From an optimization exercise on the open Yosys and OpenROAD flow, aimed at small area; shortcuts taken in it are not production practice. Where RTL was checked, it was by simulation tests only, not by an equivalence proof against the original. Only the layout flow was run in runs 1 and 2; the RTL was not checked for function there. Power is estimated from default activity; no workload was simulated.

--- flow/constraint.sdc ---
create_clock -name core_clock -period 40.0 [get_ports {clk}]
set_input_delay 8.0000 -clock core_clock [delete_from_list [all_inputs] [get_ports {clk}]]
set_output_delay 8.0000 -clock core_clock [all_outputs]
set_load 0.01 [all_outputs]
--- flow/flow/remap.abc ---
strash
&get -n
&dch -f
&nf -R 2000 -F 10 -A 10
&put
topo
--- flow/design.v ---
module top_calc_accum_final (
    input  wire clk,
    input  wire reset,
    input  wire [1:0] op_sel_raw,
    input  wire [7:0] data_in_raw,
    input  wire calc_btn_raw,
    output wire [6:0] disp0,
    output wire [6:0] disp1,
    output wire [6:0] disp2,
    output wire [6:0] disp3,
    output wire [6:0] disp4,
    output wire neg_flag,
    output wire error_flag,
    output wire [7:0] acc_out
);
    reg [1:0] op_s1, op;
    reg [7:0] d_s1, d;
    reg [7:0] acc;
    reg [6:0] frac;
    reg       err_q;
    reg [2:0] mode, cnt;
    wire [7:0] acc_n;
    wire [6:0] frac_n;
    wire       err_n;
    wire [2:0] mode_n, cnt_n;
    wire       hund;
    calc_core u_core (
        .reset(reset), .btn(calc_btn_raw), .op(op), .d(d),
        .acc(acc), .frac(frac), .err_q(err_q), .mode(mode), .cnt(cnt),
        .acc_n(acc_n), .frac_n(frac_n), .err_n(err_n), .mode_n(mode_n), .cnt_n(cnt_n),
        .disp0(disp0), .disp1(disp1), .disp2(disp2), .disp3(disp3), .hund(hund)
    );
    always @(posedge clk) begin
        op_s1 <= op_sel_raw;
        op    <= op_s1;
        d_s1  <= data_in_raw;
        d     <= d_s1;
        acc   <= acc_n;
        frac  <= frac_n;
        err_q <= err_n;
        mode  <= mode_n;
        cnt   <= cnt_n;
    end
    assign disp4      = {hund, 2'b00, hund, hund, hund, 1'b1};
    assign acc_out    = acc;
    assign neg_flag   = ~acc[7];
    assign error_flag = err_q;
endmodule
module calc_core (
    input  wire       reset,
    input  wire       btn,
    input  wire [1:0] op,
    input  wire [7:0] d,
    input  wire [7:0] acc,
    input  wire [6:0] frac,
    input  wire       err_q,
    input  wire [2:0] mode,
    input  wire [2:0] cnt,
    output wire [7:0] acc_n,
    output wire [6:0] frac_n,
    output wire       err_n,
    output reg  [2:0] mode_n,
    output reg  [2:0] cnt_n,
    output wire [6:0] disp0, disp1, disp2, disp3,
    output wire       hund
);
    localparam LOW = 3'd0, RM1 = 3'd1, R0 = 3'd2, R1 = 3'd3, R2 = 3'd4,
               PULSE = 3'd5, ACC = 3'd6, HIGH = 3'd7;
    wire is_low = (mode == LOW);
    wire v = is_low ? (cnt != 3'd0) : (cnt == 3'd0);
    wire tgt = is_low ? btn : ~btn;
    wire cfull = (cnt == 3'd7);
    always @(*) begin
        cnt_n = tgt ? cnt + 3'd1 : 3'd0;
        case (mode)
            LOW:  mode_n = (tgt & cfull) ? RM1 : LOW;
            HIGH: mode_n = (tgt & cfull) ? LOW : HIGH;
            default: mode_n = mode + 3'd1;
        endcase
        if ((mode == LOW || mode == HIGH) && tgt && cfull) cnt_n = 3'd0;
        if (reset) begin
            mode_n = LOW;
            cnt_n = btn ? (v ? 3'd2 : 3'd1) : 3'd0;
        end
    end
    wire pulse = (mode == PULSE);
    wire acc_en = (mode == ACC) & ~err_q;
    wire [7:0] sel;
    wire refuse, ferr;
    wire [6:0] fnew;
    dp2 u_dp (.op(op), .d(d), .acc(acc), .frac(frac), .sel(sel), .refuse(refuse), .fnew(fnew), .ferr(ferr));
    dispM u_dm (.acc(acc), .disp2(disp2), .disp3(disp3), .u4(hund));
    dispF u_df (.frac(frac), .disp0(disp0), .disp1(disp1));
    assign acc_n  = reset ? 8'd0 : (acc_en ? sel : acc);
    assign frac_n = reset ? 7'd0 : ((pulse & ~ferr) ? fnew : frac);
    assign err_n  = reset ? 1'b0 : (pulse ? refuse : err_q);
endmodule
module dp2 (
  input wire [1:0] op,
  input wire [7:0] d,
  input wire [7:0] acc,
  input wire [6:0] frac,
  output wire [7:0] sel,
  output wire refuse,
  output wire [6:0] fnew,
  output wire ferr
);
  wire new_n43, new_n44, new_n45, new_n46, new_n47, new_n48, new_n49, new_n50, new_n51, new_n52, new_n53, new_n54, new_n55, new_n56, new_n57, new_n58, new_n59, new_n60, new_n61, new_n62, new_n63, new_n64, new_n65, new_n66, new_n67, new_n68, new_n69, new_n70, new_n71, new_n72, new_n73, new_n75, new_n76, new_n77, new_n78, new_n79, new_n80, new_n81, new_n83, new_n84, new_n85, new_n86, new_n87, new_n88, new_n89, new_n90, new_n91, new_n92, new_n93, new_n94, new_n95, new_n96, new_n97, new_n98, new_n99, new_n100, new_n101, new_n102, new_n104, new_n105, new_n106, new_n107, new_n108, new_n109, new_n110, new_n111, new_n112, new_n113, new_n114, new_n115, new_n116, new_n118, new_n119, new_n120, new_n121, new_n122, new_n123, new_n124, new_n125, new_n126, new_n127, new_n128, new_n129, new_n130, new_n132, new_n133, new_n134, new_n135, new_n136, new_n137, new_n138, new_n139, new_n140, new_n141, new_n142, new_n143, new_n144, new_n145, new_n146, new_n147, new_n148, new_n149, new_n150, new_n151, new_n152, new_n154, new_n155, new_n156, new_n157, new_n158, new_n159, new_n160, new_n161, new_n162, new_n163, new_n164, new_n165, new_n166, new_n168, new_n170, new_n171, new_n172, new_n173, new_n174, new_n175, new_n176, new_n177, new_n178, new_n179, new_n180, new_n181, new_n182, new_n183, new_n185, new_n186, new_n187, new_n188, new_n189, new_n190, new_n192, new_n193, new_n194, new_n195, new_n196, new_n197, new_n198, new_n199, new_n200, new_n201, new_n202, new_n203, new_n204, new_n205, new_n206, new_n207, new_n208, new_n209, new_n210, new_n211, new_n212, new_n213, new_n214, new_n215, new_n216, new_n217, new_n218, new_n219, new_n220, new_n221, new_n222, new_n223, new_n224, new_n225, new_n226, new_n227, new_n228, new_n229, new_n230, new_n231, new_n232, new_n234, new_n235, new_n236, new_n237, new_n238, new_n239, new_n240, new_n241, new_n242, new_n243, new_n244, new_n245, new_n246, new_n247, new_n248, new_n249, new_n250, new_n251, new_n252, new_n253, new_n254, new_n255, new_n256, new_n257, new_n258, new_n259, new_n260, new_n261, new_n262, new_n263, new_n264, new_n265, new_n266, new_n267, new_n268, new_n269, new_n270, new_n271, new_n272, new_n273, new_n274, new_n275, new_n276, new_n277, new_n278, new_n279, new_n280, new_n281, new_n282, new_n283, new_n284, new_n285, new_n286, new_n287, new_n288, new_n289, new_n290, new_n291, new_n292, new_n293, new_n294, new_n295, new_n296, new_n297, new_n298, new_n299, new_n300, new_n301, new_n302, new_n303, new_n304, new_n305, new_n306, new_n307, new_n308, new_n309, new_n310, new_n311, new_n312, new_n313, new_n314, new_n315, new_n316, new_n317, new_n318, new_n319, new_n320, new_n321, new_n323, new_n324, new_n325, new_n326, new_n327, new_n328, new_n329, new_n331, new_n332, new_n333, new_n334, new_n335, new_n337, new_n338, new_n339, new_n340, new_n341, new_n342, new_n343, new_n345, new_n346, new_n347, new_n349, new_n350, new_n351, new_n352, new_n353, new_n354, new_n355, new_n356, new_n357, new_n358, new_n359, new_n360, new_n361, new_n362, new_n363, new_n364, new_n365, new_n366, new_n367, new_n368, new_n369, new_n370;
  assign new_n43 = ~op[1] & d[0] ;
  assign new_n44 = acc[0] & ~new_n43;
  assign new_n45 = ~acc[0] & new_n43;
  assign new_n46 = ~new_n44 & ~new_n45;
  assign new_n47 = op[0] & op[1] ;
  assign new_n48 = new_n46 & ~new_n47;
  assign new_n49 = ~op[0] & op[1] ;
  assign new_n50 = ~acc[6] & ~acc[7] ;
  assign new_n51 = acc[6] & acc[7] ;
  assign new_n52 = ~new_n50 & ~new_n51;
  assign new_n53 = new_n49 & ~new_n52;
  assign new_n54 = ~new_n48 & ~new_n53;
  assign new_n55 = acc[0] & ~new_n54;
  assign new_n56 = ~op[1] & ~d[0] ;
  assign new_n57 = acc[0] & acc[7] ;
  assign new_n58 = ~new_n56 & ~new_n57;
  assign new_n59 = op[0] & ~new_n58;
  assign new_n60 = ~new_n55 & ~new_n59;
  assign new_n61 = op[0] & ~op[1] ;
  assign new_n62 = ~d[1] & ~new_n61;
  assign new_n63 = ~op[0] & ~op[1] ;
  assign new_n64 = d[1] & ~new_n63;
  assign new_n65 = ~new_n62 & ~new_n64;
  assign new_n66 = ~acc[1] & ~new_n65;
  assign new_n67 = ~new_n53 & ~new_n65;
  assign new_n68 = acc[1] & ~new_n67;
  assign new_n69 = ~new_n66 & ~new_n68;
  assign new_n70 = new_n60 & new_n69;
  assign new_n71 = ~new_n60 & ~new_n69;
  assign new_n72 = ~new_n70 & ~new_n71;
  assign new_n73 = new_n47 & new_n72;
  assign sel[0] = new_n54 & ~new_n73;
  assign new_n75 = ~new_n66 & ~new_n70;
  assign new_n76 = acc[2] & ~new_n53;
  assign new_n77 = ~new_n75 & new_n76;
  assign new_n78 = new_n75 & ~new_n76;
  assign new_n79 = ~new_n77 & ~new_n78;
  assign new_n80 = new_n47 & ~new_n79;
  assign new_n81 = ~new_n47 & ~new_n72;
  assign sel[1] = new_n80 | new_n81;
  assign new_n83 = ~d[2] & ~new_n61;
  assign new_n84 = d[2] & ~new_n63;
  assign new_n85 = ~new_n83 & ~new_n84;
  assign new_n86 = ~new_n79 & new_n85;
  assign new_n87 = acc[2] & ~new_n77;
  assign new_n88 = ~new_n86 & ~new_n87;
  assign new_n89 = ~d[3] & ~new_n61;
  assign new_n90 = d[3] & ~new_n63;
  assign new_n91 = ~new_n89 & ~new_n90;
  assign new_n92 = ~new_n53 & ~new_n91;
  assign new_n93 = acc[3] & ~new_n92;
  assign new_n94 = ~acc[3] & ~new_n91;
  assign new_n95 = ~new_n93 & ~new_n94;
  assign new_n96 = ~new_n88 & new_n95;
  assign new_n97 = new_n88 & ~new_n95;
  assign new_n98 = ~new_n96 & ~new_n97;
  assign new_n99 = new_n47 & ~new_n98;
  assign new_n100 = new_n79 & ~new_n85;
  assign new_n101 = ~new_n86 & ~new_n100;
  assign new_n102 = ~new_n47 & ~new_n101;
  assign sel[2] = ~new_n99 & ~new_n102;
  assign new_n104 = ~new_n93 & ~new_n96;
  assign new_n105 = ~d[4] & ~new_n61;
  assign new_n106 = d[4] & ~new_n63;
  assign new_n107 = ~new_n105 & ~new_n106;
  assign new_n108 = ~acc[4] & ~new_n107;
  assign new_n109 = ~new_n53 & ~new_n107;
  assign new_n110 = acc[4] & ~new_n109;
  assign new_n111 = ~new_n108 & ~new_n110;
  assign new_n112 = new_n104 & new_n111;
  assign new_n113 = ~new_n104 & ~new_n111;
  assign new_n114 = ~new_n112 & ~new_n113;
  assign new_n115 = new_n47 & ~new_n114;
  assign new_n116 = ~new_n47 & new_n98;
  assign sel[3] = new_n115 | new_n116;
  assign new_n118 = ~new_n108 & ~new_n112;
  assign new_n119 = ~d[5] & ~new_n61;
  assign new_n120 = d[5] & ~new_n63;
  assign new_n121 = ~new_n119 & ~new_n120;
  assign new_n122 = ~new_n53 & ~new_n121;
  assign new_n123 = acc[5] & ~new_n122;
  assign new_n124 = ~acc[5] & ~new_n121;
  assign new_n125 = ~new_n123 & ~new_n124;
  assign new_n126 = new_n118 & ~new_n125;
  assign new_n127 = ~new_n118 & new_n125;
  assign new_n128 = ~new_n126 & ~new_n127;
  assign new_n129 = new_n47 & ~new_n128;
  assign new_n130 = ~new_n47 & ~new_n114;
  assign sel[4] = new_n129 | new_n130;
  assign new_n132 = new_n118 & ~new_n124;
  assign new_n133 = ~new_n123 & ~new_n132;
  assign new_n134 = ~d[6] & ~new_n61;
  assign new_n135 = d[6] & ~new_n63;
  assign new_n136 = ~new_n134 & ~new_n135;
  assign new_n137 = acc[6] & new_n136;
  assign new_n138 = ~acc[4] & ~acc[5] ;
  assign new_n139 = acc[6] & new_n138;
  assign new_n140 = ~acc[0] & ~acc[1] ;
  assign new_n141 = ~acc[2] & ~acc[3] ;
  assign new_n142 = new_n140 & new_n141;
  assign new_n143 = new_n139 & new_n142;
  assign new_n144 = new_n53 & ~new_n143;
  assign new_n145 = ~acc[6] & ~new_n136;
  assign new_n146 = ~new_n144 & ~new_n145;
  assign new_n147 = ~new_n137 & new_n146;
  assign new_n148 = new_n133 & ~new_n147;
  assign new_n149 = ~new_n133 & new_n147;
  assign new_n150 = ~new_n148 & ~new_n149;
  assign new_n151 = new_n47 & ~new_n150;
  assign new_n152 = ~new_n47 & new_n128;
  assign sel[5] = ~new_n151 & ~new_n152;
  assign new_n154 = ~new_n47 & new_n150;
  assign new_n155 = ~op[0] & ~d[7] ;
  assign new_n156 = op[0] & d[7] ;
  assign new_n157 = ~new_n155 & ~new_n156;
  assign new_n158 = ~op[1] & new_n157;
  assign new_n159 = new_n133 & ~new_n137;
  assign new_n160 = ~new_n145 & ~new_n159;
  assign new_n161 = new_n158 & ~new_n160;
  assign new_n162 = ~new_n158 & new_n160;
  assign new_n163 = ~new_n49 & new_n162;
  assign new_n164 = ~new_n161 & ~new_n163;
  assign new_n165 = acc[7] & ~new_n164;
  assign new_n166 = ~acc[7] & new_n164;
  assign sel[7] = ~new_n165 & ~new_n166;
  assign new_n168 = new_n47 & sel[7] ;
  assign sel[6] = new_n154 | new_n168;
  assign new_n170 = acc[7] & new_n161;
  assign new_n171 = ~new_n157 & new_n160;
  assign new_n172 = ~d[3] & ~d[4] ;
  assign new_n173 = ~d[5] & ~d[6] ;
  assign new_n174 = new_n172 & new_n173;
  assign new_n175 = ~d[1] & ~d[2] ;
  assign new_n176 = new_n56 & new_n175;
  assign new_n177 = new_n174 & new_n176;
  assign new_n178 = acc[7] & ~new_n177;
  assign new_n179 = ~acc[7] & new_n177;
  assign new_n180 = ~new_n178 & ~new_n179;
  assign new_n181 = new_n171 & new_n180;
  assign new_n182 = new_n49 & ~new_n144;
  assign new_n183 = ~new_n181 & ~new_n182;
  assign refuse = new_n170 | ~new_n183;
  assign new_n185 = ~op[1] & frac[0] ;
  assign new_n186 = acc[7] & frac[0] ;
  assign new_n187 = frac[1] & new_n186;
  assign new_n188 = ~frac[1] & ~new_n186;
  assign new_n189 = new_n47 & ~new_n188;
  assign new_n190 = ~new_n187 & new_n189;
  assign fnew[0] = new_n185 | new_n190;
  assign new_n192 = acc[7] & ~frac[4] ;
  assign new_n193 = ~frac[5] & new_n192;
  assign new_n194 = ~frac[1] & ~frac[2] ;
  assign new_n195 = ~frac[0] & new_n194;
  assign new_n196 = ~frac[3] & new_n195;
  assign new_n197 = new_n193 & new_n196;
  assign new_n198 = acc[7] & ~frac[6] ;
  assign new_n199 = ~acc[7] & frac[6] ;
  assign new_n200 = ~new_n198 & ~new_n199;
  assign new_n201 = new_n46 & ~new_n200;
  assign new_n202 = ~new_n197 & new_n201;
  assign new_n203 = new_n72 & new_n202;
  assign new_n204 = ~new_n101 & new_n203;
  assign new_n205 = ~new_n98 & new_n204;
  assign new_n206 = new_n114 & new_n205;
  assign new_n207 = new_n128 & new_n206;
  assign new_n208 = ~new_n150 & new_n207;
  assign new_n209 = new_n171 & ~new_n208;
  assign new_n210 = ~op[1] & acc[7] ;
  assign new_n211 = new_n209 & new_n210;
  assign new_n212 = ~new_n161 & ~new_n208;
  assign new_n213 = ~acc[7] & ~new_n162;
  assign new_n214 = ~new_n212 & new_n213;
  assign new_n215 = ~new_n211 & ~new_n214;
  assign new_n216 = frac[1] & ~new_n215;
  assign new_n217 = ~new_n187 & ~new_n216;
  assign new_n218 = frac[2] & ~new_n217;
  assign new_n219 = ~frac[2] & new_n217;
  assign new_n220 = ~new_n218 & ~new_n219;
  assign new_n221 = acc[0] & new_n47;
  assign new_n222 = new_n220 & new_n221;
  assign new_n223 = ~acc[0] & new_n47;
  assign new_n224 = ~new_n220 & new_n223;
  assign new_n225 = frac[0] & ~new_n215;
  assign new_n226 = ~frac[1] & ~new_n225;
  assign new_n227 = frac[0] & new_n216;
  assign new_n228 = ~new_n226 & ~new_n227;
  assign new_n229 = ~op[1] & ~new_n228;
  assign new_n230 = ~frac[0] & new_n49;
  assign new_n231 = ~new_n229 & ~new_n230;
  assign new_n232 = ~new_n224 & new_n231;
  assign fnew[1] = ~new_n222 & new_n232;
  assign new_n234 = ~new_n195 & ~new_n215;
  assign new_n235 = frac[3] & new_n234;
  assign new_n236 = ~frac[3] & ~new_n234;
  assign new_n237 = ~new_n235 & ~new_n236;
  assign new_n238 = new_n47 & new_n237;
  assign new_n239 = ~new_n216 & ~new_n225;
  assign new_n240 = frac[2] & ~new_n239;
  assign new_n241 = ~frac[2] & new_n239;
  assign new_n242 = ~new_n240 & ~new_n241;
  assign new_n243 = op[1] & new_n220;
  assign new_n244 = new_n242 & ~new_n243;
  assign new_n245 = new_n49 & new_n228;
  assign new_n246 = ~new_n222 & ~new_n245;
  assign new_n247 = ~new_n244 & new_n246;
  assign new_n248 = new_n238 & ~new_n247;
  assign new_n249 = ~new_n238 & new_n247;
  assign new_n250 = ~new_n248 & ~new_n249;
  assign new_n251 = ~new_n196 & ~new_n215;
  assign new_n252 = ~frac[4] & ~new_n251;
  assign new_n253 = ~new_n215 & ~new_n252;
  assign new_n254 = frac[5] & ~new_n253;
  assign new_n255 = ~frac[5] & new_n253;
  assign new_n256 = ~new_n254 & ~new_n255;
  assign new_n257 = new_n49 & new_n256;
  assign new_n258 = ~new_n220 & new_n242;
  assign new_n259 = frac[4] & new_n251;
  assign new_n260 = ~new_n252 & ~new_n259;
  assign new_n261 = new_n237 & new_n260;
  assign new_n262 = new_n258 & new_n261;
  assign new_n263 = new_n256 & new_n262;
  assign new_n264 = ~new_n256 & ~new_n262;
  assign new_n265 = ~new_n263 & ~new_n264;
  assign new_n266 = new_n221 & new_n265;
  assign new_n267 = new_n220 & new_n261;
  assign new_n268 = new_n266 & ~new_n267;
  assign new_n269 = ~frac[6] & ~new_n215;
  assign new_n270 = frac[6] & new_n215;
  assign new_n271 = ~new_n269 & ~new_n270;
  assign new_n272 = ~new_n265 & new_n271;
  assign new_n273 = frac[5] & ~frac[6] ;
  assign new_n274 = ~frac[5] & frac[6] ;
  assign new_n275 = ~new_n273 & ~new_n274;
  assign new_n276 = new_n265 & new_n275;
  assign new_n277 = ~new_n272 & ~new_n276;
  assign new_n278 = new_n47 & ~new_n277;
  assign new_n279 = ~new_n268 & new_n278;
  assign new_n280 = new_n268 & new_n277;
  assign new_n281 = new_n49 & ~new_n260;
  assign new_n282 = ~op[1] & new_n256;
  assign new_n283 = ~new_n281 & ~new_n282;
  assign new_n284 = ~new_n280 & new_n283;
  assign new_n285 = ~new_n279 & new_n284;
  assign new_n286 = new_n223 & ~new_n265;
  assign new_n287 = ~op[1] & new_n260;
  assign new_n288 = new_n49 & new_n237;
  assign new_n289 = ~new_n287 & ~new_n288;
  assign new_n290 = ~new_n266 & new_n289;
  assign new_n291 = ~new_n286 & new_n290;
  assign new_n292 = new_n258 & ~new_n260;
  assign new_n293 = op[1] & ~new_n292;
  assign new_n294 = new_n237 & ~new_n293;
  assign new_n295 = new_n49 & new_n242;
  assign new_n296 = new_n47 & new_n260;
  assign new_n297 = ~new_n262 & new_n296;
  assign new_n298 = ~new_n295 & ~new_n297;
  assign new_n299 = ~new_n294 & new_n298;
  assign new_n300 = ~new_n250 & new_n299;
  assign new_n301 = new_n291 & new_n300;
  assign new_n302 = new_n285 & ~new_n301;
  assign new_n303 = ~new_n257 & ~new_n302;
  assign new_n304 = ~new_n291 & ~new_n299;
  assign new_n305 = new_n250 & new_n304;
  assign new_n306 = ~new_n285 & ~new_n305;
  assign new_n307 = ~new_n47 & ~new_n256;
  assign new_n308 = ~new_n277 & ~new_n307;
  assign new_n309 = ~new_n221 & ~new_n271;
  assign new_n310 = ~new_n308 & new_n309;
  assign new_n311 = ~new_n49 & ~new_n310;
  assign new_n312 = ~new_n306 & new_n311;
  assign new_n313 = ~new_n221 & new_n308;
  assign new_n314 = ~new_n271 & new_n306;
  assign new_n315 = ~new_n313 & ~new_n314;
  assign new_n316 = ~new_n312 & new_n315;
  assign new_n317 = ~new_n303 & ~new_n316;
  assign new_n318 = new_n303 & ~new_n310;
  assign new_n319 = ~new_n317 & ~new_n318;
  assign new_n320 = ~new_n250 & new_n319;
  assign new_n321 = new_n250 & ~new_n319;
  assign fnew[2] = new_n320 | new_n321;
  assign new_n323 = new_n222 & new_n237;
  assign new_n324 = ~new_n310 & ~new_n323;
  assign new_n325 = new_n299 & new_n324;
  assign new_n326 = ~new_n299 & ~new_n324;
  assign new_n327 = ~new_n325 & ~new_n326;
  assign new_n328 = ~new_n320 & new_n327;
  assign new_n329 = new_n320 & ~new_n327;
  assign fnew[3] = new_n328 | new_n329;
  assign new_n331 = new_n320 & ~new_n325;
  assign new_n332 = ~new_n320 & ~new_n326;
  assign new_n333 = ~new_n331 & ~new_n332;
  assign new_n334 = new_n291 & ~new_n333;
  assign new_n335 = ~new_n291 & new_n333;
  assign fnew[4] = ~new_n334 & ~new_n335;
  assign new_n337 = ~new_n303 & ~new_n310;
  assign new_n338 = ~new_n305 & new_n310;
  assign new_n339 = ~new_n337 & ~new_n338;
  assign new_n340 = new_n316 & ~new_n339;
  assign new_n341 = ~new_n303 & ~new_n304;
  assign new_n342 = new_n338 & ~new_n341;
  assign new_n343 = ~new_n285 & ~new_n342;
  assign fnew[5] = ~new_n340 & ~new_n343;
  assign new_n345 = ~new_n257 & ~new_n316;
  assign new_n346 = new_n257 & new_n316;
  assign new_n347 = ~new_n337 & ~new_n346;
  assign fnew[6] = ~new_n345 & new_n347;
  assign new_n349 = frac[6] & ~new_n46;
  assign new_n350 = ~new_n72 & new_n349;
  assign new_n351 = new_n101 & new_n350;
  assign new_n352 = new_n98 & new_n351;
  assign new_n353 = ~new_n114 & new_n352;
  assign new_n354 = ~new_n128 & new_n353;
  assign new_n355 = new_n150 & new_n354;
  assign new_n356 = new_n170 & ~new_n355;
  assign new_n357 = ~acc[7] & new_n209;
  assign new_n358 = frac[1] & frac[2] ;
  assign new_n359 = frac[3] & new_n358;
  assign new_n360 = new_n193 & ~new_n359;
  assign new_n361 = new_n354 & new_n360;
  assign new_n362 = ~frac[3] & new_n194;
  assign new_n363 = frac[4] & frac[5] ;
  assign new_n364 = ~new_n362 & new_n363;
  assign new_n365 = acc[7] & ~new_n364;
  assign new_n366 = ~frac[6] & ~new_n365;
  assign new_n367 = new_n143 & ~new_n366;
  assign new_n368 = new_n182 & ~new_n367;
  assign new_n369 = ~new_n361 & new_n368;
  assign new_n370 = ~new_n357 & ~new_n369;
  assign ferr = new_n356 | ~new_n370;
endmodule
module dispM (
  input wire [7:0] acc,
  output wire [6:0] disp2,
  output wire [6:0] disp3,
  output wire u4
);
  wire new_n24, new_n25, new_n26, new_n27, new_n28, new_n29, new_n30, new_n31, new_n32, new_n33, new_n34, new_n35, new_n36, new_n37, new_n38, new_n39, new_n40, new_n41, new_n42, new_n43, new_n44, new_n45, new_n46, new_n47, new_n48, new_n49, new_n50, new_n51, new_n52, new_n53, new_n54, new_n55, new_n56, new_n57, new_n58, new_n59, new_n60, new_n61, new_n63, new_n64, new_n65, new_n66, new_n67, new_n68, new_n69, new_n71, new_n73, new_n76, new_n77, new_n78, new_n81, new_n82, new_n83, new_n84, new_n85, new_n86, new_n87, new_n88, new_n89, new_n90, new_n91, new_n92, new_n93, new_n94, new_n95, new_n96, new_n97, new_n99, new_n100, new_n101, new_n102, new_n104, new_n105, new_n106, new_n107, new_n108, new_n109, new_n110, new_n112, new_n116, new_n118;
  assign new_n24 = ~acc[4] & acc[6] ;
  assign new_n25 = acc[2] & new_n24;
  assign new_n26 = acc[4] & ~acc[6] ;
  assign new_n27 = ~acc[2] & new_n26;
  assign new_n28 = ~new_n25 & ~new_n27;
  assign new_n29 = ~acc[3] & acc[5] ;
  assign new_n30 = acc[3] & ~acc[5] ;
  assign new_n31 = ~new_n29 & ~new_n30;
  assign new_n32 = new_n28 & new_n31;
  assign new_n33 = acc[4] & ~new_n30;
  assign new_n34 = ~acc[4] & ~new_n29;
  assign new_n35 = ~new_n33 & ~new_n34;
  assign new_n36 = ~new_n28 & new_n35;
  assign new_n37 = ~new_n32 & ~new_n36;
  assign new_n38 = ~acc[1] & new_n37;
  assign new_n39 = acc[1] & ~new_n37;
  assign new_n40 = ~new_n38 & ~new_n39;
  assign new_n41 = ~acc[0] & ~new_n40;
  assign new_n42 = ~acc[0] & acc[7] ;
  assign new_n43 = acc[2] & ~new_n26;
  assign new_n44 = ~new_n24 & ~new_n43;
  assign new_n45 = acc[1] & ~new_n44;
  assign new_n46 = ~acc[1] & new_n44;
  assign new_n47 = ~new_n45 & ~new_n46;
  assign new_n48 = new_n31 & new_n47;
  assign new_n49 = ~new_n29 & new_n44;
  assign new_n50 = ~new_n30 & ~new_n44;
  assign new_n51 = new_n28 & ~new_n50;
  assign new_n52 = ~new_n49 & new_n51;
  assign new_n53 = new_n47 & ~new_n52;
  assign new_n54 = ~new_n31 & ~new_n53;
  assign new_n55 = ~new_n48 & ~new_n54;
  assign new_n56 = ~new_n42 & new_n55;
  assign new_n57 = ~new_n41 & new_n56;
  assign new_n58 = ~new_n37 & ~new_n55;
  assign new_n59 = ~new_n52 & ~new_n58;
  assign new_n60 = ~new_n55 & new_n59;
  assign new_n61 = new_n42 & new_n60;
  assign disp2[0] = new_n57 | new_n61;
  assign new_n63 = acc[7] & ~new_n40;
  assign new_n64 = ~acc[0] & ~new_n63;
  assign new_n65 = new_n55 & ~new_n64;
  assign new_n66 = ~acc[7] & new_n40;
  assign new_n67 = ~new_n42 & ~new_n63;
  assign new_n68 = ~new_n66 & new_n67;
  assign new_n69 = ~new_n59 & new_n68;
  assign disp2[1] = new_n65 | new_n69;
  assign new_n71 = new_n40 & ~new_n59;
  assign disp2[2] = acc[0] | new_n71;
  assign new_n73 = acc[0] & ~new_n55;
  assign disp2[3] = disp2[2] & ~new_n73;
  assign disp2[4] = ~acc[0] & disp2[1] ;
  assign new_n76 = new_n41 & new_n56;
  assign new_n77 = ~new_n64 & ~new_n68;
  assign new_n78 = ~new_n59 & new_n77;
  assign disp2[5] = new_n76 | new_n78;
  assign disp2[6] = ~new_n68 & disp2[3] ;
  assign new_n81 = ~new_n41 & ~new_n68;
  assign new_n82 = new_n60 & ~new_n81;
  assign new_n83 = new_n37 & ~new_n82;
  assign new_n84 = acc[5] & ~acc[6] ;
  assign new_n85 = ~acc[5] & acc[6] ;
  assign new_n86 = ~new_n84 & ~new_n85;
  assign new_n87 = ~acc[5] & ~acc[7] ;
  assign new_n88 = acc[5] & acc[7] ;
  assign new_n89 = ~new_n87 & ~new_n88;
  assign new_n90 = ~new_n86 & new_n89;
  assign new_n91 = ~new_n35 & ~new_n90;
  assign new_n92 = new_n83 & ~new_n91;
  assign new_n93 = ~acc[4] & ~acc[7] ;
  assign new_n94 = acc[4] & acc[7] ;
  assign new_n95 = ~new_n93 & ~new_n94;
  assign new_n96 = new_n86 & ~new_n95;
  assign new_n97 = ~new_n83 & ~new_n96;
  assign disp3[0] = ~new_n92 & ~new_n97;
  assign new_n99 = new_n86 & new_n95;
  assign new_n100 = new_n35 & new_n86;
  assign new_n101 = ~new_n95 & ~new_n100;
  assign new_n102 = new_n83 & new_n101;
  assign disp3[1] = new_n99 | new_n102;
  assign new_n104 = acc[3] & ~new_n83;
  assign new_n105 = ~acc[7] & new_n83;
  assign new_n106 = ~new_n104 & ~new_n105;
  assign new_n107 = acc[4] & new_n84;
  assign new_n108 = ~new_n106 & new_n107;
  assign new_n109 = ~acc[5] & new_n24;
  assign new_n110 = new_n106 & new_n109;
  assign disp3[5] = new_n108 | new_n110;
  assign new_n112 = new_n90 & ~disp3[5] ;
  assign disp3[2] = new_n83 | new_n112;
  assign disp3[3] = ~new_n92 & disp3[2] ;
  assign disp3[4] = disp3[1] & ~disp3[2] ;
  assign new_n116 = new_n83 & ~new_n86;
  assign disp3[6] = disp3[3] & ~new_n116;
  assign new_n118 = new_n86 & new_n89;
  assign u4 = ~new_n92 & new_n118;
endmodule
module dispF (
  input wire [6:0] frac,
  output wire [6:0] disp0,
  output wire [6:0] disp1
);
  wire new_n22, new_n23, new_n24, new_n25, new_n26, new_n27, new_n28, new_n29, new_n30, new_n31, new_n32, new_n33, new_n34, new_n35, new_n36, new_n37, new_n38, new_n39, new_n40, new_n41, new_n42, new_n43, new_n44, new_n45, new_n46, new_n47, new_n48, new_n49, new_n50, new_n51, new_n52, new_n54, new_n55, new_n56, new_n57, new_n59, new_n60, new_n61, new_n63, new_n66, new_n67, new_n68, new_n71, new_n72, new_n73, new_n74, new_n75, new_n76, new_n77, new_n78, new_n79, new_n80, new_n81, new_n82, new_n83, new_n86, new_n87, new_n88, new_n89, new_n91;
  assign new_n22 = ~frac[3] & frac[5] ;
  assign new_n23 = frac[4] & ~frac[6] ;
  assign new_n24 = ~frac[2] & new_n23;
  assign new_n25 = ~new_n22 & ~new_n24;
  assign new_n26 = ~frac[4] & frac[6] ;
  assign new_n27 = ~new_n23 & ~new_n26;
  assign new_n28 = frac[2] & ~frac[6] ;
  assign new_n29 = new_n22 & ~new_n28;
  assign new_n30 = ~new_n27 & new_n29;
  assign new_n31 = ~new_n25 & ~new_n30;
  assign new_n32 = ~frac[2] & new_n26;
  assign new_n33 = frac[2] & new_n27;
  assign new_n34 = ~new_n32 & ~new_n33;
  assign new_n35 = frac[3] & ~frac[5] ;
  assign new_n36 = new_n26 & new_n35;
  assign new_n37 = new_n34 & ~new_n36;
  assign new_n38 = ~new_n31 & new_n37;
  assign new_n39 = ~frac[0] & ~new_n38;
  assign new_n40 = ~new_n26 & ~new_n33;
  assign new_n41 = ~new_n30 & ~new_n35;
  assign new_n42 = new_n40 & ~new_n41;
  assign new_n43 = ~new_n22 & ~new_n35;
  assign new_n44 = ~new_n40 & new_n43;
  assign new_n45 = ~new_n42 & ~new_n44;
  assign new_n46 = ~frac[1] & ~new_n45;
  assign new_n47 = ~new_n22 & new_n34;
  assign new_n48 = new_n22 & ~new_n40;
  assign new_n49 = ~new_n47 & ~new_n48;
  assign new_n50 = ~frac[1] & ~new_n49;
  assign new_n51 = new_n45 & ~new_n50;
  assign new_n52 = ~new_n46 & ~new_n51;
  assign disp0[0] = ~new_n39 & new_n52;
  assign new_n54 = ~new_n38 & new_n45;
  assign new_n55 = frac[1] & new_n54;
  assign new_n56 = frac[0] & ~new_n46;
  assign new_n57 = ~new_n51 & ~new_n56;
  assign disp0[1] = ~new_n55 & ~new_n57;
  assign new_n59 = new_n49 & new_n55;
  assign new_n60 = ~new_n46 & ~new_n59;
  assign new_n61 = ~new_n38 & ~new_n60;
  assign disp0[2] = frac[0] | new_n61;
  assign new_n63 = frac[0] & ~new_n52;
  assign disp0[3] = disp0[2] & ~new_n63;
  assign disp0[4] = disp0[1] & ~disp0[2] ;
  assign new_n66 = new_n39 & new_n52;
  assign new_n67 = frac[0] & ~new_n38;
  assign new_n68 = ~new_n60 & new_n67;
  assign disp0[5] = new_n66 | new_n68;
  assign disp0[6] = disp0[3] & ~new_n67;
  assign new_n71 = frac[5] & ~frac[6] ;
  assign new_n72 = new_n38 & ~new_n45;
  assign new_n73 = ~new_n54 & ~new_n72;
  assign new_n74 = ~new_n46 & ~new_n73;
  assign new_n75 = new_n71 & new_n74;
  assign new_n76 = ~frac[3] & ~new_n28;
  assign new_n77 = frac[4] & ~new_n76;
  assign new_n78 = ~frac[3] & new_n32;
  assign new_n79 = ~new_n77 & ~new_n78;
  assign new_n80 = ~new_n75 & new_n79;
  assign new_n81 = ~frac[5] & frac[6] ;
  assign new_n82 = ~new_n71 & ~new_n81;
  assign new_n83 = ~new_n71 & ~new_n74;
  assign disp1[3] = new_n80 & ~new_n83;
  assign disp1[6] = ~new_n81 & disp1[3] ;
  assign new_n86 = ~frac[4] & ~disp1[6] ;
  assign new_n87 = ~new_n27 & ~disp1[3] ;
  assign new_n88 = new_n86 & ~new_n87;
  assign new_n89 = ~new_n82 & ~new_n88;
  assign disp1[0] = new_n80 & ~new_n89;
  assign new_n91 = new_n82 & new_n86;
  assign disp1[1] = ~new_n89 & ~new_n91;
  assign disp1[2] = new_n74 | disp1[6] ;
  assign disp1[4] = disp1[1] & ~disp1[2] ;
  assign disp1[5] = ~new_n82 & new_n87;
endmodule
--- flow/flow/remap.tcl ---
# Re-map the combinational cells of the standard synthesis for area.
# Registers (and their instance names) are kept as they are.
yosys read_liberty -ignore_miss_func $::env(LIB)
yosys read_verilog $::env(IN)
yosys hierarchy -top top_calc_accum_final
foreach m {sky130_fd_sc_hd__dfxtp_1 sky130_fd_sc_hd__dfxtp_2 sky130_fd_sc_hd__dfxtp_4 sky130_fd_sc_hd__edfxtp_1 sky130_fd_sc_hd__dfrtp_1} {
  if {[llength [yosys tee -q -s result.string select -list $m]]} { }
  catch { yosys setattr -mod -set keep_hierarchy 1 $m }
}
yosys flatten
yosys opt -purge
yosys tee -o remap_stat_before.txt stat
yosys abc -liberty $::env(LIB) {*}$::env(DONT) -script $::env(ABCSCR)
yosys opt_clean -purge
yosys hilomap -singleton -hicell sky130_fd_sc_hd__conb_1 HI -locell sky130_fd_sc_hd__conb_1 LO
yosys cd top_calc_accum_final
yosys select w:* i:* o:* %u %d
yosys rename -hide
yosys select -clear
yosys cd
yosys opt_clean -purge
yosys rename -enumerate -pattern n%_ w:*
yosys tee -o remap_stat.txt stat -liberty $::env(LIB)
yosys select top_calc_accum_final
yosys write_verilog -noattr -noexpr -selected $::env(OUT)
--- flow/standard.sh ---
#!/bin/bash
# synth_recipe.tcl (not shown) runs the flow's synth.tcl, then flattens the netlist and writes it again
# the make line also repeats each setting of config.mk as NAME=value (left out here)
make -C /OpenROAD-flow-scripts/flow DESIGN_CONFIG=/design/flow/config.mk WORK_HOME=/design/flow/orfs CLKGATE_MAP_FILE= SYNTH_SCRIPT=/design/flow/synth_recipe.tcl "${@:-finish}"
--- flow/config.mk ---
export PLATFORM = sky130hd
export DESIGN_NAME = top_calc_accum_final
export DESIGN_NICKNAME = top_calc_accum_final
export VERILOG_FILES = /design/flow/design.v
export SDC_FILE = /design/flow/constraint.sdc
export NUM_CORES = 4
export LEC_CHECK = 0
export ABC_AREA = 1
export CAP_MARGIN = 20
export CORE_MARGIN = 2
export CORE_UTILIZATION = 40
export CTS_BUF_LIST = sky130_fd_sc_hd__clkbuf_8
export SLEW_MARGIN = 20
--- flow/flow/run.sh ---
#!/bin/bash
# Own layout flow: the standard synthesis, then an area-oriented re-mapping of the
# combinational logic (registers untouched), then the standard layout steps with
# minimum-size port buffers.  Each tool's output goes to a log of its own here.
set -euo pipefail
W=$PWD
R=$W/orfs/results/$FLOW_PLATFORM/top_calc_accum_final/base
LIB=$FLOW_HOME/platforms/$FLOW_PLATFORM/lib/sky130_fd_sc_hd__tt_025C_1v80.lib

bash standard.sh synth > $W/log_1_synth.txt 2>&1
cp $R/1_2_yosys.v $W/std_1_2_yosys.v

DONT=""
for c in $(grep -oE 'cell *\( *"?sky130_fd_sc_hd__(lpflow_[a-z0-9_]+|probe[a-z0-9_]*)' $LIB | sed -E 's/.*(sky130_fd_sc_hd__[a-z0-9_]+)/\1/' | sort -u); do
  DONT="$DONT -dont_use $c"
done
LIB=$LIB IN=$W/std_1_2_yosys.v OUT=$W/remap_1_2_yosys.v ABCSCR=$W/flow/remap.abc DONT="$DONT" \
  yosys -c $W/flow/remap.tcl > $W/log_2_remap.txt 2>&1
# refuse to go on if the re-mapping lost logic
python3 - "$W/std_1_2_yosys.v" "$W/remap_1_2_yosys.v" <<'PY'
import re, sys
a, b = (open(f).read() for f in sys.argv[1:3])
ff = lambda s: sorted(re.findall(r'sky130_fd_sc_hd__(dfxtp_\d|edfxtp_\d|dfrtp_\d)\s+(\S+)', s))
assert ff(a) == ff(b), "registers differ"
assert len(re.findall(r'sky130_fd_sc_hd__', b)) > len(ff(b)) + 20, "logic missing"
PY
cp $W/remap_1_2_yosys.v $R/1_2_yosys.v
rm -f $R/1_synth.odb $R/1_synth.sdc
bash standard.sh "BUFFER_PORTS_ARGS=-buffer_cell sky130_fd_sc_hd__buf_1" "CTS_ARGS=-sink_clustering_enable -sink_clustering_size 50 -sink_clustering_max_diameter 500 -repair_clock_nets -buf_list sky130_fd_sc_hd__clkbuf_16 -dont_use_dummy_load" finish > $W/log_3_layout.txt 2>&1
==> results.cfg, run 1 <==
[outcome]
status = complete, no violations

[grt]
met1_usage_pct = 24.4
grt_overflow = 0
grt_use_total_pct = 18.7
grt_pass1_wl_um = 12000
grt_use_met3_pct = 3.42
grtUsageMet2_pct = 31.1
grt.busiest_layer = met2
first_global_vias = 2644
antenna_found_initial = 0
grt_max_degree = 23

[cells_and_area]
syn2layout_area_growth_pct = 16.3
final_common_cell = nor2_1
layout_common_cells = nor2_1 (57), buf_1 (54), dfxtp_1 (42), nand2_1 (41), a21oi_1 (41)
fin_nets = 492
nFillCells = 756
fin_util_pct = 47.5
drive_gt1_share_pct = 1.47
diodes = 0

[clocking]
root_buffer = clkbuf_16
numCtsBuffers = 5
hold_buffers = 0
cts.sinks = 42
cts_setup_buffers = 0
clk_path_buf_depth = 2
clk_pin_slew_ns = 0.06
cts_tree = done
clk_latency_ns = 0.28
htreeDepth = 2
cts-resized-gates = 0

[synthesis]
synthCells = 415
yosys_warnings = 2
synth_area_per_cell_sq_um = 7.02
syn_area_sq_um = 2910

[power_and_ir_drop]
pwr-share-comb_pct = 13.2
power_frac_seq_pct = 48.8
clock_power_share_pct = 38.1
power_density_nw_per_um2 = 28.4
p_int_w = 0.0000715
p_switching_w = 0.0000249
leakage_nw = 1.16
netSwitchingFraction_pct = 25.8
vdd_ir_drop_max_uv = 19.7

[drt]
via_per_inst = 5.40
vias = 3109
drt_first_iter_violations = 210
wire_per_inst_um = 12.9
drt_pass1_iterations = 6
route.final.wire_length_um = 7460
drc_errors = 0
drt.antenna.violating_nets = 0

[critical_path]
endpoint_kind = output pin
worstPathRequired_ns = 32.00
path_class = flop to output pin
cp-start-kind = flop
reg2reg_from = op[1]
crit_start = acc[5]
cp.arrival_ns = 4.04
path_max_fanout = 10

[timing]
finalCritPeriodShare_pct = 30.1
hold_viol = 0
worstMarginPinSlew_ns = 0.992
rsz0062_at_grt = no
relSlewSlack_pct = 33.9
min_period_ns = 12.04
setup_viol = 0
drv_slew = 0
fmax_mhz = 83.1
fin_setup_tns_ns = 0
fin_skew_ns = 0.0183

[job]
max_cap_viol_count = 0

[placed_design]
numPortBuffers = 54
gp_congestion = 0.817
dp_hpwl_um = 5550

[floorplanning]
dieWidth_um = 89.4
ios = 58
core_area_sq_um = 7140
row_count = 31
die-height_um = 89.4
die-area_sq_um = 7980
start_util_pct = 40.8

[min_path]
hp-class = flop to flop
hp-start = d_s1[3]
-- path summary, 6_finish.rpt --
| kind | depth (start not counted) | slack (ns) | to |
|---|---|---|---|
| min | 0 | 0.33 | d[3] |
| max reg2reg | 32 | 31.55 | frac[4] |
| max | 15 | 27.96 | disp3[6] |
| min reg2reg | 0 | 0.33 | d[3] |
-- critical path, cell delays in order (launching register included) --
cell      delay, ns
dfxtp_1        0.52
nor2b_1        0.26
nor2b_1        0.10
o21ai_0        0.39
xor2_1         0.34
a21oi_1        0.07
a21oi_1        0.25
nor2_1         0.06
o21ai_0        0.53
o21ai_0        0.20
nand3_1        0.11
o21ai_0        0.12
o21ai_0        0.23
nor2b_1        0.19
a21boi_0       0.20
buf_1          0.17
-- state kept, by name, indices dropped and copies added (netlist names) --
register,count
frac,7
cnt,3
err_q,1
d,8
op_s1,2
d_s1,8
mode,3
op,2
acc,8
-- power by group through the flow --
stage	sequential [W]	clock, W	combinational, W
finish	0.0000470	0.0000367	0.0000127
global placement	0.0000479	0	0.0000123
global route	0.0000473	0.0000395	0.0000147
CTS	0.0000469	0.0000377	0.0000125
floorplan	0.0000473	0	0.00000975
detailed placement	0.0000479	0	0.0000125
-- metal layers --
layer,vias up,wire (um)
li1,1619,-
met1,1374,3570
met2,114,3380
met3,2,472
met4,0,41
met5,-,0
-- layout make-up --
type	count	area (sq um)	share of cell area, %
clock buffers	5	125	3.69
inverters	19	71.3	2.10
multi-input cells	355	2010	59.2
flip-flops and latches	42	841	24.8
well taps	99	124	3.66
repair buffers	56	221	6.54
-- per-stage QoR --
stage / hold WS [ns] / cell area (sq um) / instances / total power (W) / worst slack [ns]
3_5_place_dp: 0.312 / 3250 / 570 / 0.0000603 / 28.33
4_1_cts: 0.328 / 3380 / 575 / 0.0000972 / 28.02
3_3_place_gp: 0.312 / 3250 / 570 / 0.0000601 / 28.53
5_1_grt: 0.335 / 3390 / 576 / 0.000102 / 27.67
6_report: 0.327 / 3390 / 576 / 0.0000963 / 27.96
2_1_floorplan: 0.310 / 2920 / 416 / 0.0000570 / 28.39
==> run 2: changes to the inputs <==
--- a/flow/flow/run.sh
+++ b/flow/flow/run.sh
@@ -28,2 +28,2 @@
 rm -f $R/1_synth.odb $R/1_synth.sdc
-bash standard.sh "BUFFER_PORTS_ARGS=-buffer_cell sky130_fd_sc_hd__buf_1" "CTS_ARGS=-sink_clustering_enable -sink_clustering_size 50 -sink_clustering_max_diameter 500 -repair_clock_nets -buf_list sky130_fd_sc_hd__clkbuf_16 -dont_use_dummy_load" finish > $W/log_3_layout.txt 2>&1
+bash standard.sh "BUFFER_PORTS_ARGS=-buffer_cell sky130_fd_sc_hd__buf_1" "CTS_ARGS=-sink_clustering_enable -repair_clock_nets -buf_list sky130_fd_sc_hd__clkbuf_8 -dont_use_dummy_load" finish > $W/log_3_layout.txt 2>&1
==> run 2 against run 1 <==
  * Still clean on timing, DRC and antenna
  * Register-to-register slack hardly changed
  * Critical path depth stayed put
  * First-iteration DRC count is 6.2% higher
  * Worst hold slack better by 0.0057 ns
  * Sequential power hardly changed
  * Routed wire length stayed put
  * Final cell count stayed put
  * Critical endpoint unchanged
  * Largest power group unchanged
  * Highest routed layer unchanged
==> results.cfg, run 2 <==
[outcome]
status = complete, no violations

[clocking]
clk_path_buf_depth = 2
clk_pin_slew_ns = 0.09
cts_setup_buffers = 0
cts.sinks = 42
cts-resized-gates = 0
hold_buffers = 0
cts_tree = done
numCtsBuffers = 5
htreeDepth = 2
clk_latency_ns = 0.29
root_buffer = clkbuf_8

[timing]
holdWs_ns = 0.333
fin_skew_ns = 0.0236
relSlewSlack_pct = 34.2
drv_slew = 0
fin_setup_tns_ns = 0
setup_viol = 0
min_period_ns = 12.05
fmax_mhz = 83.0
worstMarginPinSlew_ns = 0.987
finalCritPeriodShare_pct = 30.1
rsz0062_at_grt = no
hold_viol = 0

[power_and_ir_drop]
vdd_ir_drop_max_uv = 18.5
power_density_nw_per_um2 = 25.2
leakage_nw = 1.13

[cells_and_area]
regArea_sq_um = 841
largest_registers = acc x8, d x8, d_s1 x8
layout_common_cells = nor2_1 (57), buf_1 (54), dfxtp_1 (42), nand2_1 (41), a21oi_1 (41)
diodes = 0
finalInstanceArea_sq_um = 3330
nFillCells = 761
fin_nets = 492
final_common_cell = nor2_1
drive_gt1_share_pct = 1.47
syn2layout_area_growth_pct = 14.3
fin_util_pct = 46.7
multi_input_area_sq_um = 2010

[job]
max_cap_viol_count = 0

[drt]
drt_pass1_iterations = 7
drt.antenna.violating_nets = 0
drt_first_iter_violations = 223
wire_per_inst_um = 12.9
vias = 3112
via_per_inst = 5.40
route.final.wire_length_um = 7460
drc_errors = 0

[min_path]
hp-start = d_s1[3]
hp-class = flop to flop
holdPathEnd = d[3]
min_delay_path_depth = 0

[floorplanning]
dieWidth_um = 89.4
die-area_sq_um = 7980
ios = 58
row_count = 31
core_area_sq_um = 7140
die-height_um = 89.4
start_util_pct = 40.8

[placed_design]
dp_hpwl_um = 5550
numPortBuffers = 54
gp_congestion = 0.817
placed_area_sq_um = 3250

[critical_path]
path_max_fanout = 10
crit_chain = nor2b_1 -> nor2b_1 -> o21ai_0 -> xor2_1 -> a21oi_1 -> a21oi_1 -> nor2_1 -> o21ai_0 -> o21ai_0 -> nand3_1 -> o21ai_0 -> o21ai_0 -> nor2b_1 -> a21boi_0 -> buf_1
cp.arrival_ns = 4.05
path_depth = 15
cp_slowest_stage_delay_ns = 0.53
worstPathRequired_ns = 32.00
reg2reg_depth = 32
cp-start-kind = flop
cpMostUsedCell = o21ai_0
critPathSlowestCell = o21ai_0
critPathTopFamily = compound AO/OA/AOI/OAI gates
timing.rr.end = frac[4]
critical_path_buf_inv_count = 1
endpoint_kind = output pin
reg2reg_from = op[1]
r2r_slack_ns = 31.56
path_class = flop to output pin

[synthesis]
synthCells = 415
yosys_warnings = 2
synth_area_per_cell_sq_um = 7.02
syn_area_sq_um = 2910

[grt]
grtUsageMet2_pct = 31.0
antenna_found_initial = 0
grt_overflow = 0
grt_pass1_wl_um = 11900
first_global_vias = 2652
grt_use_total_pct = 18.6
grt_max_degree = 23
grt.busiest_layer = met2
met1_usage_pct = 24.4
grt_use_met3_pct = 3.32
==> run 2: metal layers <==
| layer | wire (um) | vias to the layer above |
|---|---|---|
| li1 | - | 1619 |
| met1 | 3630 | 1375 |
| met2 | 3320 | 113 |
| met3 | 450 | 5 |
| met4 | 57 | 0 |
| met5 | 0 | - |
==> run 2: final cells by class <==
type	count	area share, %
clock buffers	5	2.07
repair buffers	56	6.65
inverters	19	2.14
multi-input cells	355	60.2
flip-flops and latches	42	25.2
well taps	99	3.72
==> run 2: worst register-to-register path, delay by kind of cell, from the launching register on <==
kind / cells / cell delay [ns]
DFF: 1 / 0.68
muxes: 1 / 0.38
AOI/OAI and AO/OA: 14 / 3.45
xor gates and xnor gates: 5 / 1.03
and+or+nand+nor: 12 / 2.81
==> run 2: how the worst max path moves through the flow <==
| stage | start | endpoint | slack, ns |
|---|---|---|---|
| finish | acc[5] | disp3[6] | 27.95 |
| global route | acc[5] | disp3[6] | 27.65 |
| CTS | acc[5] | disp3[6] | 28.00 |
| detailed placement | acc[5] | disp3[6] | 28.33 |
| global placement | acc[5] | disp3[6] | 28.53 |
| floorplan | acc[4] | disp3[6] | 28.39 |
==> run 2: stage by stage <==
step	power (W)	setup slack (ns)	instances
global placement	0.0000601	28.53	570
CTS	0.0000849	28.00	575
global route	0.0000891	27.65	576
detailed placement	0.0000603	28.33	570
finish	0.0000840	27.95	576
floorplan	0.0000570	28.39	416
==> run 2: report_power, final <==
group / internal (W) / switching (W) / leakage (nW)
logic: 0.00000516 / 0.00000754 / 0.747
registers: 0.0000442 / 0.00000268 / 0.347
clock network: 0.0000113 / 0.0000131 / 0.0359
==> run 3: changes to the inputs <==
--- a/flow/design.v
+++ b/flow/design.v
@@ -66,4 +66,4 @@
 );
-    localparam LOW = 3'd0, RM1 = 3'd1, R0 = 3'd2, R1 = 3'd3, R2 = 3'd4,
-               PULSE = 3'd5, ACC = 3'd6, HIGH = 3'd7;
+    localparam LOW = 3'd0, RM1 = 3'd1, R0 = 3'd3, R1 = 3'd4, R2 = 3'd5,
+               PULSE = 3'd7, ACC = 3'd6, HIGH = 3'd2;
     wire is_low = (mode == LOW);
@@ -77,3 +77,8 @@
             HIGH: mode_n = (tgt & cfull) ? LOW : HIGH;
-            default: mode_n = mode + 3'd1;
+            RM1: mode_n = R0;
+            R0: mode_n = R1;
+            R1: mode_n = R2;
+            R2: mode_n = PULSE;
+            PULSE: mode_n = ACC;
+            default: mode_n = HIGH;    
         endcase
==> flow/flow/remap.abc (replaced) <==
strash
&get -n
&dc2
&dch -f
&nf -R 5000 -F 50 -A 50 -E 3000 -C 32
&put
topo
==> run 3 against run 2 <==
  * Still clean on timing, DRC and antenna
  * Sequential share of layout area grew 0.69 points
  * Combinational power shrank 6%
  * Total power shrank 1.2%
  * Sequential power is essentially flat
  * Critical path depth is the same
  * Final area shrank 2.7%
  * Non-clock buffer count shrank 1
  * Clock power is essentially flat
  * Worst hold slack lost 0.0028 ns
  * Critical endpoint is now disp1[4]
==> results.cfg, run 3 <==
[floorplanning]
core_area_sq_um = 6830
ios = 58
start_util_pct = 41.5
die-height_um = 88.2
row_count = 30
die-area_sq_um = 7780
dieWidth_um = 88.2

[placed_design]
dp_hpwl_um = 5610
placed_area_sq_um = 3170
gp_congestion = 0.925
numPortBuffers = 54

[cells_and_area]
multi_input_area_sq_um = 1930
fin_nets = 475
layout_common_cells = nor2_1 (57), buf_1 (53), nand2_1 (43), dfxtp_1 (42), a21oi_1 (41)
largest_registers = acc x8, d x8, d_s1 x8
finalInstanceArea_sq_um = 3240
final_common_cell = nor2_1
diodes = 0
nFillCells = 729
drive_gt1_share_pct = 1.52
regArea_sq_um = 841
syn2layout_area_growth_pct = 14.3

[drt]
route.final.wire_length_um = 7390
via_per_inst = 5.46
drt_first_iter_violations = 211
vias = 3033
drc_errors = 0
wire_per_inst_um = 13.3
drt.antenna.violating_nets = 0
drt_pass1_iterations = 4

[clocking]
cts_setup_buffers = 0
htreeDepth = 2
cts-resized-gates = 0
numCtsBuffers = 5
hold_buffers = 0
cts_tree = done
clk_path_buf_depth = 2
root_buffer = clkbuf_8
clk_pin_slew_ns = 0.07
cts.sinks = 42
clk_latency_ns = 0.29

[critical_path]
cp-start-kind = flop
endpoint_kind = output pin
path_class = flop to output pin
worstPathRequired_ns = 32.00
cp.arrival_ns = 3.97
path_max_fanout = 12

[timing]
fin_setup_tns_ns = 0
fmax_mhz = 83.5
rsz0062_at_grt = no
setup_viol = 0
fin_skew_ns = 0.0204
relSlewSlack_pct = 39.9
worstMarginPinSlew_ns = 0.894
hold_viol = 0
min_period_ns = 11.97
drv_slew = 0
finalCritPeriodShare_pct = 29.9

[grt]
grt_max_degree = 23
antenna_found_initial = 0
grt_use_total_pct = 19.5
first_global_vias = 2626
grt_overflow = 0
grt_pass1_wl_um = 12100

[synthesis]
synthCells = 399
yosys_warnings = 2
synth_area_per_cell_sq_um = 7.11
syn_area_sq_um = 2840

[min_path]
hp-class = flop to flop

[outcome]
status = complete, no violations

[job]
max_cap_viol_count = 0

[power_and_ir_drop]
leakage_nw = 1.11
vdd_ir_drop_max_uv = 23.5
power_density_nw_per_um2 = 25.6
==> run 3: per-layer routing <==
metal / wire length [um] / global-route usage (%)
met1: 3500 / 26.7
met2: 3360 / 32.3
met3: 457 / 2.43
met4: 72 / 5.65
met5: 0 / 0
==> run 3: layout make-up <==
cell class,instances,share of cell area [%]
flip-flops and latches,42,25.9
multi-input cells,338,59.4
repair buffers,55,6.52
well taps,96,3.70
clock buffers,5,2.12
inverters,20,2.31
==> run 3: worst paths after layout <==
| path | cells after the start | slack (ns) | endpoint | start |
|---|---|---|---|---|
| min | 0 | 0.33 | op[1] | op_s1[1] |
| min reg2reg | 0 | 0.33 | op[1] | op_s1[1] |
| max | 15 | 28.03 | disp1[4] | frac[6] |
| max reg2reg | 35 | 31.24 | frac[4] | op[1] |
==> run 3: power by group <==
| group | total, W | internal [W] | switching (W) | leakage (nW) |
|---|---|---|---|---|
| sequential | 0.0000467 | 0.0000443 | 0.00000241 | 0.347 |
| combinational | 0.0000120 | 0.00000451 | 0.00000749 | 0.729 |
| clock | 0.0000243 | 0.0000113 | 0.0000130 | 0.0359 |
| total | 0.0000830 | 0.0000600 | 0.0000229 | 1.11 |
==> run 3: through the flow <==
stage | util [%] | power, W | cells | hold slack [ns] | setup slack [ns]
floorplan | - | 0.0000560 | 400 | 0.310 | 28.61
global placement | 46.4 | 0.0000592 | 551 | 0.311 | 28.52
detailed placement | 46.4 | 0.0000595 | 551 | 0.312 | 28.39
CTS | 47.5 | 0.0000836 | 556 | 0.332 | 28.06
global route | 47.5 | 0.0000875 | 556 | 0.337 | 27.62
finish | 47.5 | 0.0000830 | 556 | 0.330 | 28.03
==> run 3: critical path, cell delays in order (launching register included) <==
cell      delay [ns]
dfxtp_1         0.65
clkinv_1        0.18
a21oi_1         0.18
clkinv_1        0.09
or3_1           0.33
a211oi_1        0.57
and3_1          0.25
nor2_1          0.06
o21ai_0         0.22
a21oi_1         0.11
a21boi_0        0.17
or2_0           0.27
a21oi_1         0.18
o21a_1          0.15
nor2b_1         0.13
buf_1           0.16

-- static timing again, ports no longer ideal --
The results above use ideal ports. As a check the final layouts listed here were re-extracted and re-timed, cells and wires unchanged. Step 1, drivers: a clkbuf_16 drives clk and a buf_2 each remaining input, both assumed. Step 2 times the ports against the registers' clock, not the clock port: input delays grow and output delays shrink by t, the midpoint of the rising clock arrivals with the driver on. a / b / c = ideal / step 1 / step 2; a / b = the first two.
run | t, ns | setup WS [ns] | worst setup path at the end | latest minus earliest clock arrival (ns) | pins driven straight from the clock port
run 1 | 0.308 | 27.961 / 27.926 / 28.235 | register to output | 0.018 / 0.018 | 1
run 2 | 0.312 | 27.955 / 27.925 / 28.237 | register to output | 0.023 / 0.023 | 1
run 3 | 0.311 | 28.028 / 27.998 / 28.309 | register to output | 0.020 / 0.020 | 1
After both steps every run listed still meets setup and hold.
